Source: an optimization exercise on an open RTL-to-GDS flow (aim: small area, a short achievable clock period and few clock cycles). Production flows keep margins and buffers that such runs may drop. Only simulation tests tie the RTL to the original design; equivalence was not proved. No activity file was given, so power comes from the tool's default toggle rates.

==> flow/design.v <==
`default_nettype none
module cpu_alu (
    input wire [31:0] src_a,
    input wire [31:0] src_b,
    input wire sub,
    input wire [2:0] funct3,
    input wire alt,   
    output reg  [31:0] result,
    output wire eq,
    output wire lt,
    output wire ltu
);
  wire [32:0] s = {1'b0, src_a} + {1'b0, src_b ^ {32{sub}}} + {32'b0, sub};
  assign ltu = ~s[32];
  assign lt  = (src_a[31] ^ src_b[31]) ? src_a[31] : s[31];
  assign eq  = src_a == src_b;
  wire left = ~funct3[2];
  wire [4:0] shamt = src_b[4:0];
  reg [31:0] a_rev, sh_rev;
  integer k;
  always @(*) for (k = 0; k < 32; k = k + 1) a_rev[k] = src_a[31-k];
  wire [31:0] sh_in = left ? a_rev : src_a;
  wire fill = alt & src_a[31] & ~left;
  wire signed [32:0] sh_s = {fill, sh_in};
  wire [32:0] sh_w = sh_s >>> shamt;
  wire [31:0] sh = sh_w[31:0];
  always @(*) for (k = 0; k < 32; k = k + 1) sh_rev[k] = sh[31-k];
  always @(*) begin
    case (funct3)
      3'b000:  result = s[31:0];
      3'b001:  result = sh_rev;
      3'b010:  result = {31'b0, lt};
      3'b011:  result = {31'b0, ltu};
      3'b100:  result = src_a ^ src_b;
      3'b101:  result = sh;
      3'b110:  result = src_a | src_b;
      default: result = src_a & src_b;
    endcase
  end
endmodule
`default_nettype none
module cpu_imm_extend (
    input  wire [24:0] data,
    input  wire [ 1:0] imm_src,
    output wire [31:0] imm_ext
);
  wire [11:0] imm_i = data[24:13];
  wire [11:0] imm_s = {data[24:18], data[4:0]};
  assign imm_ext = {{20{data[24]}}, (imm_src == 2'd1) ? imm_s : imm_i};
endmodule
`default_nettype none
module cpu_register_file (
    input wire clk,
    input wire rst_n,
    input wire [4:0] a1,
    input wire [4:0] a2,
    input wire [4:0] a3,
    input wire [31:0] wd3,
    input wire we3,
    output wire [31:0] rd1,
    output wire [31:0] rd2
);
  reg [31:0] regs[1:31];
  reg [31:1] valid;
  genvar i;
  generate
    for (i = 1; i < 32; i = i + 1) begin : g_reg
      always @(posedge clk) begin
        if (we3 && a3 == i) regs[i] <= wd3;
      end
    end
  endgenerate
  always @(posedge clk or negedge rst_n) begin
    if (!rst_n) valid <= 0;
    else if (we3 && a3 != 0) valid[a3] <= 1'b1;
  end
  wire [31:0] v = {valid, 1'b0};
  wire [31:0] r1 = (a1 == 0) ? 32'b0 : regs[a1];
  wire [31:0] r2 = (a2 == 0) ? 32'b0 : regs[a2];
  assign rd1 = v[a1] ? r1 : 32'b0;
  assign rd2 = v[a2] ? r2 : 32'b0;
endmodule
`default_nettype none
module cpu_data_extend (
    input  wire [31:0] data,
    input  wire [ 2:0] control,
    output wire [31:0] data_ext
);
  wire b = control[1:0] == 2'b00;
  wire h = control[1:0] == 2'b01;
  wire s = ~control[2] & (b ? data[7] : data[15]);
  assign data_ext[7:0]   = data[7:0];
  assign data_ext[15:8]  = b ? {8{s}} : data[15:8];
  assign data_ext[31:16] = (b | h) ? {16{s}} : data[31:16];
endmodule
`default_nettype none
module multi_cycle_cpu (
    input wire clk,
    input wire rst_n,
    output wire [31:0] mem_addr,
    output wire [31:0] mem_wdata,
    output wire [ 3:0] mem_wenable,
    input  wire [31:0] mem_rdata
);
  reg  [31:1] pc;        
  reg         x_wb;      
  reg         x_mem;     
  reg         x_store;
  reg         x_branch;
  reg         x_jalr;
  reg         x_load;
  reg         x_link;    
  reg         x_sub;
  reg  [2:0]  x_f3;
  reg         x_f7;      
  reg         x_pred;    
  reg  [4:0]  x_rd;
  reg  [11:0] x_imm;     
  reg  [31:1] alt;       
  reg  [31:0] rs1v;
  reg  [31:0] opb;       
  wire [31:0] alu_result;
  wire eq, lt, ltu;
  cpu_alu alu (
      .src_a(rs1v),
      .src_b(opb),
      .sub(x_sub),
      .funct3(x_f3),
      .alt(x_f7),
      .result(alu_result),
      .eq(eq),
      .lt(lt),
      .ltu(ltu)
  );
  wire [31:0] addr = rs1v + {{20{x_imm[11]}}, x_imm};
  wire cond = x_f3[0] ^ (x_f3[2] ? (x_f3[1] ? ltu : lt) : eq);
  wire redirect = (x_branch & (cond ^ x_pred)) | x_jalr;
  wire fetch = ~x_mem;
  wire take = fetch & ~redirect;
  wire [31:0] ld_ext;
  cpu_data_extend data_extend (
      .data(mem_rdata),
      .control(x_f3),
      .data_ext(ld_ext)
  );
  wire [31:0] ex_result = x_link ? {alt, 1'b0} : alu_result;
  wire [31:0] wb_data = x_load ? ld_ext : ex_result;
  wire [31:0] inst = mem_rdata;
  wire [4:0] rs1 = inst[19:15];
  wire [4:0] rs2 = inst[24:20];
  wire [4:0] rd = inst[11:7];
  wire [2:0] f3 = inst[14:12];
  wire f_branch = inst[6] & ~inst[2];
  wire f_jalr   = inst[6] & inst[2] & ~inst[3];
  wire f_jal    = inst[6] & inst[3];
  wire f_mem    = ~inst[6] & ~inst[4];
  wire f_load   = f_mem & ~inst[5];
  wire f_store  = f_mem & inst[5];
  wire f_lui    = ~inst[6] & inst[4] & inst[2] & inst[5];
  wire f_auipc  = ~inst[6] & inst[4] & inst[2] & ~inst[5];
  wire f_alu    = ~inst[6] & inst[4] & ~inst[2];
  wire f_opimm  = f_alu & ~inst[5];
  wire f_wb     = ~f_branch & ~f_store & (rd != 5'd0);
  wire f_sub    = f_branch | (f_alu & ((f3[2:1] == 2'b01) | (inst[5] & inst[30] & f3 == 3'b000)));
  wire f_taken  = f_jal | (f_branch & inst[31]);
  wire [31:0] rf1, rf2;
  cpu_register_file register_file (
      .clk(clk),
      .rst_n(rst_n),
      .a1(rs1),
      .a2(rs2),
      .a3(x_rd),
      .wd3(wb_data),
      .we3(x_wb),
      .rd1(rf1),
      .rd2(rf2)
  );
  wire byp1 = x_wb & (x_rd == rs1);
  wire byp2 = x_wb & (x_rd == rs2);
  wire [31:0] imm_i;
  cpu_imm_extend imm_extend (
      .data(inst[31:7]),
      .imm_src(2'd0),
      .imm_ext(imm_i)
  );
  wire [31:1] f_imm = f_branch ? {{20{inst[31]}}, inst[7], inst[30:25], inst[11:8]} :
                      f_jal    ? {{12{inst[31]}}, inst[19:12], inst[20], inst[30:21]} :
                                 {inst[31:12], 11'b0};
  wire [31:1] f_target = pc + f_imm;
  wire [31:1] pc4 = pc + 31'd2;
  always @(posedge clk or negedge rst_n) begin
    if (!rst_n) begin
      pc       <= 31'b0;
      x_wb     <= 1'b0;
      x_mem    <= 1'b0;
      x_store  <= 1'b0;
      x_branch <= 1'b0;
      x_jalr   <= 1'b0;
    end else begin
      x_wb     <= take & f_wb;
      x_mem    <= take & f_mem;
      x_store  <= take & f_store;
      x_branch <= take & f_branch;
      x_jalr   <= take & f_jalr;
      if (redirect) pc <= x_jalr ? addr[31:1] : alt;
      else if (fetch) pc <= f_taken ? f_target : pc4;
    end
  end
  always @(posedge clk) begin
    x_load <= f_load;
    x_link <= (inst[6] & inst[2]) | f_auipc | f_lui;
    x_sub  <= f_sub;
    x_f3   <= f3;
    x_f7   <= inst[30];
    x_pred <= inst[31];
    x_rd   <= rd;
    x_imm  <= f_store ? {inst[31:25], inst[11:7]} : inst[31:20];
    alt    <= f_lui ? {inst[31:12], 11'b0} : ((f_branch & ~inst[31]) | f_auipc) ? f_target : pc4;
    rs1v   <= byp1 ? ex_result : rf1;
    opb    <= f_opimm ? imm_i : byp2 ? ex_result : rf2;
  end
  assign mem_addr = x_mem ? addr : {pc, 1'b0};
  assign mem_wdata = opb;
  assign mem_wenable = x_store ? {x_f3[1], x_f3[1], x_f3[1] | x_f3[0], 1'b1} : 4'b0000;
endmodule
make LEC_CHECK=0 CAP_MARGIN=20 CORE_MARGIN=2 CORE_UTILIZATION=40 PLACE_DENSITY=0.6 SETUP_SLACK_MARGIN=4 SLEW_MARGIN=20 finish   # period 11.0 ns
run.sh (not shown) runs the stock make flow with config.mk's settings and CLKGATE_MAP_FILE= SYNTH_SCRIPT=/design/flow/synth_recipe.tcl, a recipe that flattens the netlist after the stock synthesis.
Testbench counts at the start, summed over its fixed seeds: cycles 511,671.
Then changed:
SETUP_SLACK_MARGIN = 5   (was 4)
The new run completed with no timing, DRC or antenna violations.
Die area stays the same.
Power rises by 1.3%.
Non-clock buffer count rises by 51.
Worst setup slack gets better by 0.87 ns.

========
Another version of the RTL of multi_cycle_cpu (not shown whole).
Size in the first run: about 5200 cells after synthesis, about 0.061 mm2 of cells after synthesis.
## multi_cycle_cpu
module multi_cycle_cpu (
    input wire clk,
    input wire rst_n,
    output wire [31:0] mem_addr,
    output wire [31:0] mem_wdata,
    output wire [ 3:0] mem_wenable,
    input  wire [31:0] mem_rdata
);
export LEC_CHECK = 0
export CAP_MARGIN = 20
export CORE_MARGIN = 2
export CORE_UTILIZATION = 40
export CTS_CLUSTER_DIAMETER = 50
export CTS_CLUSTER_SIZE = 16
export PLACE_DENSITY = 0.45
export SETUP_SLACK_MARGIN = 5
export SLEW_MARGIN = 20
export TNS_END_PERCENT = 5
create_clock -name core_clock -period 11.0 [get_ports {clk}]
standard.sh (not shown) runs the stock make flow with config.mk's settings and CLKGATE_MAP_FILE= SYNTH_SCRIPT=/design/flow/synth_recipe.tcl, a recipe that flattens the netlist after the stock synthesis.
==> flow/flow/run.sh <==
#!/bin/bash
set -euo pipefail
bash standard.sh SETUP_SLACK_MARGIN=6.5 "BUFFER_PORTS_ARGS=-buffer_cell sky130_fd_sc_hd__buf_4" finish > standard.log 2>&1
Testbench counts at the start, summed over its fixed seeds: cycles 513,540.
Next try:
- CTS_CLUSTER_DIAMETER: 50 -> 60
- CTS_CLUSTER_SIZE: 16 -> 20
The changed run produced a clean layout. Count of clock-buffer cells in the layout went down by 33. Routed wire length went down slightly. Combinational power stays flat. Design area went down slightly. Die area is unchanged. Synthesized cell count does not change. Sequential share of layout area went up by 0.31 points.

========
## build 11
Another version of the RTL of multi_cycle_cpu (not shown whole).
For scale: roughly 5200 cells after synthesis, roughly 1200 flip-flops.
clock: 11.0 ns
lec_check: 0
cap_margin: 20
core_margin: 2
core_utilization: 40
place_density: 0.45
setup_slack_margin: 5
slew_margin: 20
tns_end_percent: 20
Scripts as last shown in full above: flow/flow/run.sh
Testbench counts of build 11, summed over its fixed seeds: cycles 513,540.
diff inputs: build 11 => build 24
Settings: TNS_END_PERCENT no longer set, was 20.
==> flow/run.sh (new file) <==
#!/bin/bash
# synth_recipe.tcl (not shown) runs the flow's synth.tcl, then flattens the netlist and writes it again
# the make line also repeats each setting of config.mk as NAME=value (left out here)
make -C /OpenROAD-flow-scripts/flow DESIGN_CONFIG=/design/flow/config.mk WORK_HOME=/design/flow/orfs CLKGATE_MAP_FILE= SYNTH_SCRIPT=/design/flow/synth_recipe.tcl finish
removed: flow/flow/run.sh
removed: flow/standard.sh
==> comparison <==
Build 24 vs build 11, via count went down by 421. Hold buffer count at cts came out exactly the same in build 24 and build 11. Build 24 against build 11: fraction of cell area in non-clock buffers now sits lower, shortest clock period the worst path allows after layout now sits higher, final critical-path setup slack now sits lower, post-route clock period utilization now sits higher, final core area utilization now sits lower. Route | build 24 vs build 11 | wire shorter in build 24.
The following lists how build 97 was set up differently from build 24:
Settings: an added CTS_CLUSTER_DIAMETER of 60; an added TNS_END_PERCENT of 5; an added CTS_CLUSTER_SIZE of 20.
==> flow/flow/run.sh (new file) <==
#!/bin/bash
set -euo pipefail
bash standard.sh SETUP_SLACK_MARGIN=6.5 "BUFFER_PORTS_ARGS=-buffer_cell sky130_fd_sc_hd__buf_4" finish > standard.log 2>&1
==> flow/standard.sh (new file) <==
#!/bin/bash
# synth_recipe.tcl (not shown) runs the flow's synth.tcl, then flattens the netlist and writes it again
# the make line also repeats each setting of config.mk as NAME=value (left out here)
make -C /OpenROAD-flow-scripts/flow DESIGN_CONFIG=/design/flow/config.mk WORK_HOME=/design/flow/orfs CLKGATE_MAP_FILE= SYNTH_SCRIPT=/design/flow/synth_recipe.tcl "${@:-finish}"
removed: flow/run.sh
--- outcome ---
Sequential share of layout area delta (build 24 -> build 97): insignificant
Compared with build 24, in build 97 count of inserted antenna diode cells shrank by 3, wire length of the first global-routing pass shrank by 1.1%, total clock buffers created by CTS shrank by 23, power drawn by the combinational cells grew by about 3%, total power shrank by 1.2%.
For leakage power, build 97 and build 24 come out practically identical.
Build 97: critical path depth 2 above build 24
Build 97 ended up with a lower final wirelength than build 24 did.
Clock power share (higher): build 24
Measured against each other, build 97 and build 24 differ in clock period minus worst slack, the lower figure coming from build 97.

[re-timing with driven ports]
The results above use ideal ports. As a check the final layouts listed here were re-extracted and re-timed, cells and wires unchanged.
Step 1 sets driving cells, clkbuf_16 on the clock port and buf_2 on the other inputs (assumed; they add their load-dependent delay and slew).
Step 2 adds t to the input delays and takes it off the output delays; t is the mean of the earliest and latest rising clock arrival at the registers after step 1. Input paths then give back, and output paths get back, about the clock's delay inside the block.
Three values: no drivers, after step 1, after step 2; two values: the first two.
| run | t (ns) | slack for setup (ns) | cell pins on the clock port's net |
|---|---|---|---|
| the first run of note 1 | 0.851 | 4.064 / 3.983 / 3.759 | 1 |
| the second run of note 1 | 0.871 | 4.937 / 4.848 / 4.197 | 1 |
| the first run of note 2 | 0.869 | 4.731 / 4.641 / 4.444 | 1 |
| the second run of note 2 | 0.845 | 4.743 / 4.654 / 4.504 | 1 |
| build 11 | 0.871 | 5.221 / 5.140 / 5.315 | 1 |
| build 24 | 0.869 | 4.793 / 4.858 / 3.990 | 1 |
| build 97 | 0.846 | 5.251 / 5.162 / 4.744 | 1 |
After both steps every run listed still meets setup and hold. For build 24, which loses most, drivers alone change the setup slack by +0.065 ns; drivers and shift together by -0.803 ns.
